Background: an optimization exercise with open tools, aiming at small area, a short achievable clock period and few clock cycles per item. Do not read the settings as production practice.
Only simulation tests tie the RTL to the original design; equivalence was not proved.

==> run C: inputs <==
// nlayer1
module nlayer1(
    input           aclk,
    input           aresetn,
    input   [15:0]  w_tdata,
    input   [7:0]   w_tid, 
    input          s_tvalid,
    output         s_tready,
    input  [15:0]  s_tdata,
    input          s_tlast,
    output        m_tvalid,
    input         m_tready,
    output  [15:0]  m_tdata0,
    output  [15:0]  m_tdata1,
    output  [15:0]  m_tdata2,
    input   [3:0] input_dim
    );
assign s_tready = 1'b1;
reg        wv_r;           
reg [19:0] wn_oh;          
reg [15:0] wd_r;           
reg [14:0] wa_oh;          
always @(posedge aclk)
begin
  wd_r  <= w_tdata;
  wn_oh <= (w_tid[7:5] == 3'b100) ? (20'h1 << w_tid[4:0]) : 20'h0;
end
always @(posedge aclk or negedge aresetn)
begin
  if (aresetn == 1'b0) begin
    wv_r  <= 1'b0;
    wa_oh <= 15'h1;
  end else begin
    wv_r  <= (w_tid[7:5] == 3'b100);
    wa_oh <= wv_r ? {wa_oh[13:0], 1'b0} : 15'h1;
  end
end
reg  [3:0]  dm1_r;         
reg  [3:0]  in_cnt;        
reg  [14:0] rs    [0:4];   
reg  [7:0]  one_r [0:5];   
reg  [7:0]  two_r [0:5];
reg  [7:0]  neg_r [0:5];
reg  [7:0]  onen_r [0:5];  
reg  [7:0]  twon_r [0:5];  
reg  [7:0]  negn_r [0:5];  
reg         fb    [0:5];   
reg         last1;         
reg  [6:0]  osel;          
reg         mvalid;
wire last  = (in_cnt == dm1_r);
wire first = (in_cnt == 4'h0);
wire [14:0] rsel_now = 15'h1 << in_cnt;
wire [16:0] xe = {s_tdata, 1'b0};
wire [7:0] enc_one, enc_two, enc_neg;
genvar i;
generate
  for (i = 0; i < 8; i = i + 1) begin : benc
    assign enc_one[i] = xe[2*i+1] ^ xe[2*i];
    assign enc_two[i] = (xe[2*i+2] & ~xe[2*i+1] & ~xe[2*i]) | (~xe[2*i+2] & xe[2*i+1] & xe[2*i]);
    assign enc_neg[i] = xe[2*i+2];
  end
endgenerate
always @(posedge aclk)
begin
  dm1_r    <= input_dim - 4'h1;
  rs[0]    <= rsel_now;
  one_r[0] <= enc_one & {8{s_tvalid}};
  two_r[0] <= enc_two & {8{s_tvalid}};
  neg_r[0] <= enc_neg & {8{s_tvalid}};
  onen_r[0] <= ~(enc_one & {8{s_tvalid}});
  twon_r[0] <= ~(enc_two & {8{s_tvalid}});
  negn_r[0] <= ~(enc_neg & {8{s_tvalid}});
  fb[0]    <= ~(s_tvalid & first);
end
generate
  for (i = 1; i < 6; i = i + 1) begin : hop
    always @(posedge aclk)
    begin
      one_r[i] <= one_r[i-1];
      two_r[i] <= two_r[i-1];
  ...
export LEC_CHECK = 0
export CAP_MARGIN = 20
export CORE_MARGIN = 2
export CORE_UTILIZATION = 45
export SLEW_MARGIN = 20
create_clock -name core_clock -period 12.0 [get_ports {aclk}]
standard.sh (not shown) runs the stock make flow with config.mk's settings and CLKGATE_MAP_FILE= SYNTH_SCRIPT=/design/flow/synth_recipe.tcl, a recipe that flattens the netlist after the stock synthesis.
==> flow/flow/run.sh <==
#!/bin/bash
# The standard layout, except that:
# - buffer_ports (global placement) puts a sky130_fd_sc_hd__buf_4 on every
#   input and output port instead of the cell it picks by itself (a
#   clkdlybuf4s50_1, a slow delay buffer);
# - the antenna repair after detailed routing may take up to 12 rounds
#   instead of 5.
set -euo pipefail
export BUFFER_PORTS_ARGS="-buffer_cell sky130_fd_sc_hd__buf_4"
export MAX_REPAIR_ANTENNAS_ITER_DRT=12
bash standard.sh > standard.log 2>&1
==> run R (differences from run C) <==
--- a/flow/design.v
+++ b/flow/design.v
@@ -1,29 +1,28 @@
 `timescale 1ns / 1ps
 module weight_cache(
-  input             clk,
-  input             we,
-  input      [14:0] wsel,
-  input      [15:0] d,
-  input      [14:0] rsel,
-  output reg [15:0] spo
+  input         clk,
+  input         we,
+  input  [14:0] wsel,
+  input  [15:0] d,
+  input  [14:0] rsel,
+  output [15:0] spo
 );
 wire [15:0] term [0:15];
 assign term[15] = 16'h0;
 genvar k;
 generate
   for (k = 0; k < 15; k = k + 1) begin : word
     reg [15:0] q;
     always @(posedge clk)
       if (we & wsel[k]) q <= d;
     assign term[k] = q & {16{rsel[k]}};
   end
 endgenerate
-always @(posedge clk)
-  spo <= ((term[0] | term[1]) | (term[2] | term[3])) | ((term[4] | term[5]) | (term[6] | term[7]))
-       | ((term[8] | term[9]) | (term[10] | term[11])) | ((term[12] | term[13]) | term[14]);
+assign spo = ((term[0] | term[1]) | (term[2] | term[3])) | ((term[4] | term[5]) | (term[6] | term[7]))
+           | ((term[8] | term[9]) | (term[10] | term[11])) | ((term[12] | term[13]) | term[14]);
 endmodule
 module my_multi_addere(
   input             clk,
   input             fb,
   input      [7:0]  one,
   input      [7:0]  two,
@@ -833,66 +832,39 @@
     wv_r  <= (w_tid[7:5] == 3'b100);
     wa_oh <= wv_r ? {wa_oh[13:0], 1'b0} : 15'h1;
   end
 end
 reg  [3:0]  dm1_r;         
 reg  [3:0]  in_cnt;        
-reg  [14:0] rs    [0:4];   
-reg  [7:0]  one_r [0:5];   
-reg  [7:0]  two_r [0:5];
-reg  [7:0]  neg_r [0:5];
-reg  [7:0]  onen_r [0:5];  
-reg  [7:0]  twon_r [0:5];  
-reg  [7:0]  negn_r [0:5];  
-reg         fb    [0:5];   
+reg  [14:0] rsel;          
+reg  [7:0]  one_r, two_r, neg_r;    
+reg         fb;            
 reg         last1;         
 reg  [6:0]  osel;          
 reg         mvalid;
 wire last  = (in_cnt == dm1_r);
 wire first = (in_cnt == 4'h0);
-wire [14:0] rsel_now = 15'h1 << in_cnt;
 wire [16:0] xe = {s_tdata, 1'b0};
 wire [7:0] enc_one, enc_two, enc_neg;
 genvar i;
 generate
   for (i = 0; i < 8; i = i + 1) begin : benc
     assign enc_one[i] = xe[2*i+1] ^ xe[2*i];
     assign enc_two[i] = (xe[2*i+2] & ~xe[2*i+1] & ~xe[2*i]) | (~xe[2*i+2] & xe[2*i+1] & xe[2*i]);
     assign enc_neg[i] = xe[2*i+2];
   end
 endgenerate
 always @(posedge aclk)
 begin
-  dm1_r    <= input_dim - 4'h1;
-  rs[0]    <= rsel_now;
-  one_r[0] <= enc_one & {8{s_tvalid}};
-  two_r[0] <= enc_two & {8{s_tvalid}};
-  neg_r[0] <= enc_neg & {8{s_tvalid}};
-  onen_r[0] <= ~(enc_one & {8{s_tvalid}});
-  twon_r[0] <= ~(enc_two & {8{s_tvalid}});
-  negn_r[0] <= ~(enc_neg & {8{s_tvalid}});
-  fb[0]    <= ~(s_tvalid & first);
+  dm1_r <= input_dim - 4'h1;
+  rsel  <= 15'h1 << in_cnt;
+  one_r <= enc_one & {8{s_tvalid}};
+  two_r <= enc_two & {8{s_tvalid}};
+  neg_r <= enc_neg & {8{s_tvalid}};
+  fb    <= ~(s_tvalid & first);
 end
-generate
-  for (i = 1; i < 6; i = i + 1) begin : hop
-    always @(posedge aclk)
-    begin
-      one_r[i] <= one_r[i-1];
-      two_r[i] <= two_r[i-1];
-      neg_r[i] <= neg_r[i-1];
-      onen_r[i] <= onen_r[i-1];
-      twon_r[i] <= twon_r[i-1];
-      negn_r[i] <= negn_r[i-1];
-      fb[i]    <= fb[i-1];
-    end
-  end
-  for (i = 1; i < 5; i = i + 1) begin : rhop
-    always @(posedge aclk)
-      rs[i] <= rs[i-1];
-  end
-endgenerate
 always @(posedge aclk or negedge aresetn)
 begin
   if (aresetn == 1'b0) begin
     in_cnt <= 4'h0;
     last1  <= 1'b0;
     osel   <= 7'h0;
@@ -907,65 +879,55 @@
 wire [27:0] acc_s [0:20];
 wire [27:1] acc_c [0:20];
 assign acc_s[20] = 28'h0;
 assign acc_c[20] = 27'h0;
 generate
   for (i = 0; i < 20; i = i + 1) begin : layer1
-    localparam integer H = i % 7;                  
-    localparam integer P = (H == 0) ? 0 : H - 1;   
-    localparam integer N = (H == 1) || (H >= 2 && i / 7 == 1);  
     wire [15:0] w;
     weight_cache weight_cache00 (
       .clk(aclk),
       .we(wn_oh[i]),
       .wsel(wa_oh),
       .d(wd_r),
-      .rsel((H < 2) ? rsel_now : rs[H - 2]),
+      .rsel(rsel),
       .spo(w)
     );
     my_multi_addere blocks00 (
       .clk(aclk),
-      .fb(fb[P]),
-      .one(N ? ~onen_r[P] : one_r[P]),
-      .two(N ? ~twon_r[P] : two_r[P]),
-      .neg(N ? ~negn_r[P] : neg_r[P]),
+      .fb(fb),
+      .one(one_r),
+      .two(two_r),
+      .neg(neg_r),
       .w(w),
       .s(acc_s[i]),
       .c(acc_c[i])
     );
   end
 endgenerate
-reg  [15:0] out0, out1, out2;
-reg  [27:0] lsel_s [0:2];      
-reg  [27:1] lsel_c [0:2];
-wire [27:0] sum0 [0:2];        
-wire [27:0] suml [0:2];        
-wire [15:0] y0 [0:2];
-wire [15:0] yl [0:2];
+reg [15:0] out0, out1, out2;
+wire [27:0] sel_s [0:2];
+wire [27:1] sel_c [0:2];
+wire [27:0] sum [0:2];
 generate
   for (i = 0; i < 3; i = i + 1) begin : lane
-    always @(posedge aclk)
-    begin
-      lsel_s[i] <= (acc_s[7*i+1] & {28{osel[0]}}) | (acc_s[7*i+2] & {28{osel[1]}})
-                 | (acc_s[7*i+3] & {28{osel[2]}}) | (acc_s[7*i+4] & {28{osel[3]}})
-                 | (acc_s[7*i+5] & {28{osel[4]}}) | (acc_s[7*i+6] & {28{osel[5]}});
-      lsel_c[i] <= (acc_c[7*i+1] & {27{osel[0]}}) | (acc_c[7*i+2] & {27{osel[1]}})
-                 | (acc_c[7*i+3] & {27{osel[2]}}) | (acc_c[7*i+4] & {27{osel[3]}})
-                 | (acc_c[7*i+5] & {27{osel[4]}}) | (acc_c[7*i+6] & {27{osel[5]}});
-    end
-    assign sum0[i] = acc_s[7*i] + {acc_c[7*i], 1'b0};
-    assign suml[i] = lsel_s[i] + {lsel_c[i], 1'b0};
-    assign y0[i] = sum0[i][27] ? 16'h0 : sum0[i][27:12];
-    assign yl[i] = suml[i][27] ? 16'h0 : suml[i][27:12];
+    assign sel_s[i] = (acc_s[7*i+0] & {28{osel[0]}}) | (acc_s[7*i+1] & {28{osel[1]}})
+                    | (acc_s[7*i+2] & {28{osel[2]}}) | (acc_s[7*i+3] & {28{osel[3]}})
+                    | (acc_s[7*i+4] & {28{osel[4]}}) | (acc_s[7*i+5] & {28{osel[5]}})
+                    | (acc_s[7*i+6] & {28{osel[6]}});
+    assign sel_c[i] = (acc_c[7*i+0] & {27{osel[0]}}) | (acc_c[7*i+1] & {27{osel[1]}})
+                    | (acc_c[7*i+2] & {27{osel[2]}}) | (acc_c[7*i+3] & {27{osel[3]}})
+                    | (acc_c[7*i+4] & {27{osel[4]}}) | (acc_c[7*i+5] & {27{osel[5]}})
+                    | (acc_c[7*i+6] & {27{osel[6]}});
+    assign sum[i] = sel_s[i] + {sel_c[i], 1'b0};
   end
 endgenerate
 always @(posedge aclk)
 begin
-  out0 <= osel[0] ? y0[0] : yl[0];
-  out1 <= osel[0] ? y0[1] : yl[1];
-  out2 <= osel[6] ? 16'h0100 : (osel[0] ? y0[2] : yl[2]);
+  out0 <= sum[0][27] ? 16'h0 : sum[0][27:12];
+  out1 <= sum[1][27] ? 16'h0 : sum[1][27:12];
+  out2 <= osel[6] ? 16'h0100 : (sum[2][27] ? 16'h0 : sum[2][27:12]);
 end
 assign m_tvalid = mvalid;
 assign m_tdata0 = out0;
 assign m_tdata1 = out1;
 assign m_tdata2 = out2;
 endmodule
==> flow/run.sh (new file) <==
#!/bin/bash
# synth_recipe.tcl (not shown) runs the flow's synth.tcl, then flattens the netlist and writes it again
# the make line also repeats each setting of config.mk as NAME=value (left out here)
make -C /OpenROAD-flow-scripts/flow DESIGN_CONFIG=/design/flow/config.mk WORK_HOME=/design/flow/orfs CLKGATE_MAP_FILE= SYNTH_SCRIPT=/design/flow/synth_recipe.tcl finish
removed: flow/flow/run.sh
removed: flow/standard.sh
==> flow_summary_export.csv <==
group,metric,value,unit
cells_and_area,design.seq.count,6865,
yosys,yosysSeqAreaShare,0.534,
yosys,synth-compound-area-share,0.120,
worst_setup_path,reg2reg_depth,11,
status,status,"timing/DRC/antenna clean",
cells_and_area,fin_nets,29200,
-- figures above: run C

==> flow_summary_export.csv <==
group,metric,value,unit
route,ant_nets,1,
placed_design,pre_cts_slack,5.63,ns
status,failed_checks,"antenna rules",
yosys,yosysSeqAreaShare,0.517,
cells_and_area,design.seq.count,6054,
grt,grt_max_degree,221,
status,status,"complete, but fails checks",
worst_setup_path,reg2reg_depth,15,
floorplan,core,726000,µm²
yosys,synth-compound-area-share,0.126,
cells_and_area,fin_nets,27500,
-- figures above: run R

Testbench counts of run C, summed over its fixed seeds: cycles 10,400, items 800.
Testbench counts of run R, summed over its fixed seeds: cycles 10,400, items 800.

## port drivers added, routing unchanged
Ports are ideal in the flow. The routed layouts listed here were re-timed in OpenROAD.
Step 1: set_driving_cell puts a clkbuf_16 on aclk and a buf_2 on each other input, an assumption about the parent block.
Step 2 adds t to the input delays and takes it off the output delays; t is the mean of the earliest and latest rising clock arrival at the registers after step 1. Input paths then give back, and output paths get back, about the clock's delay inside the block.
a / b / c = ideal / step 1 / step 2; a / b = the first two.
run	shift t [ns]	setup slack, ns	worst setup path at the end	clock arrival spread, ns
run C	1.295	7.154 / 7.005 / 7.260	register to register	0.147 / 0.148
run R	1.276	5.451 / 5.451 / 5.451	register to register	0.086 / 0.087
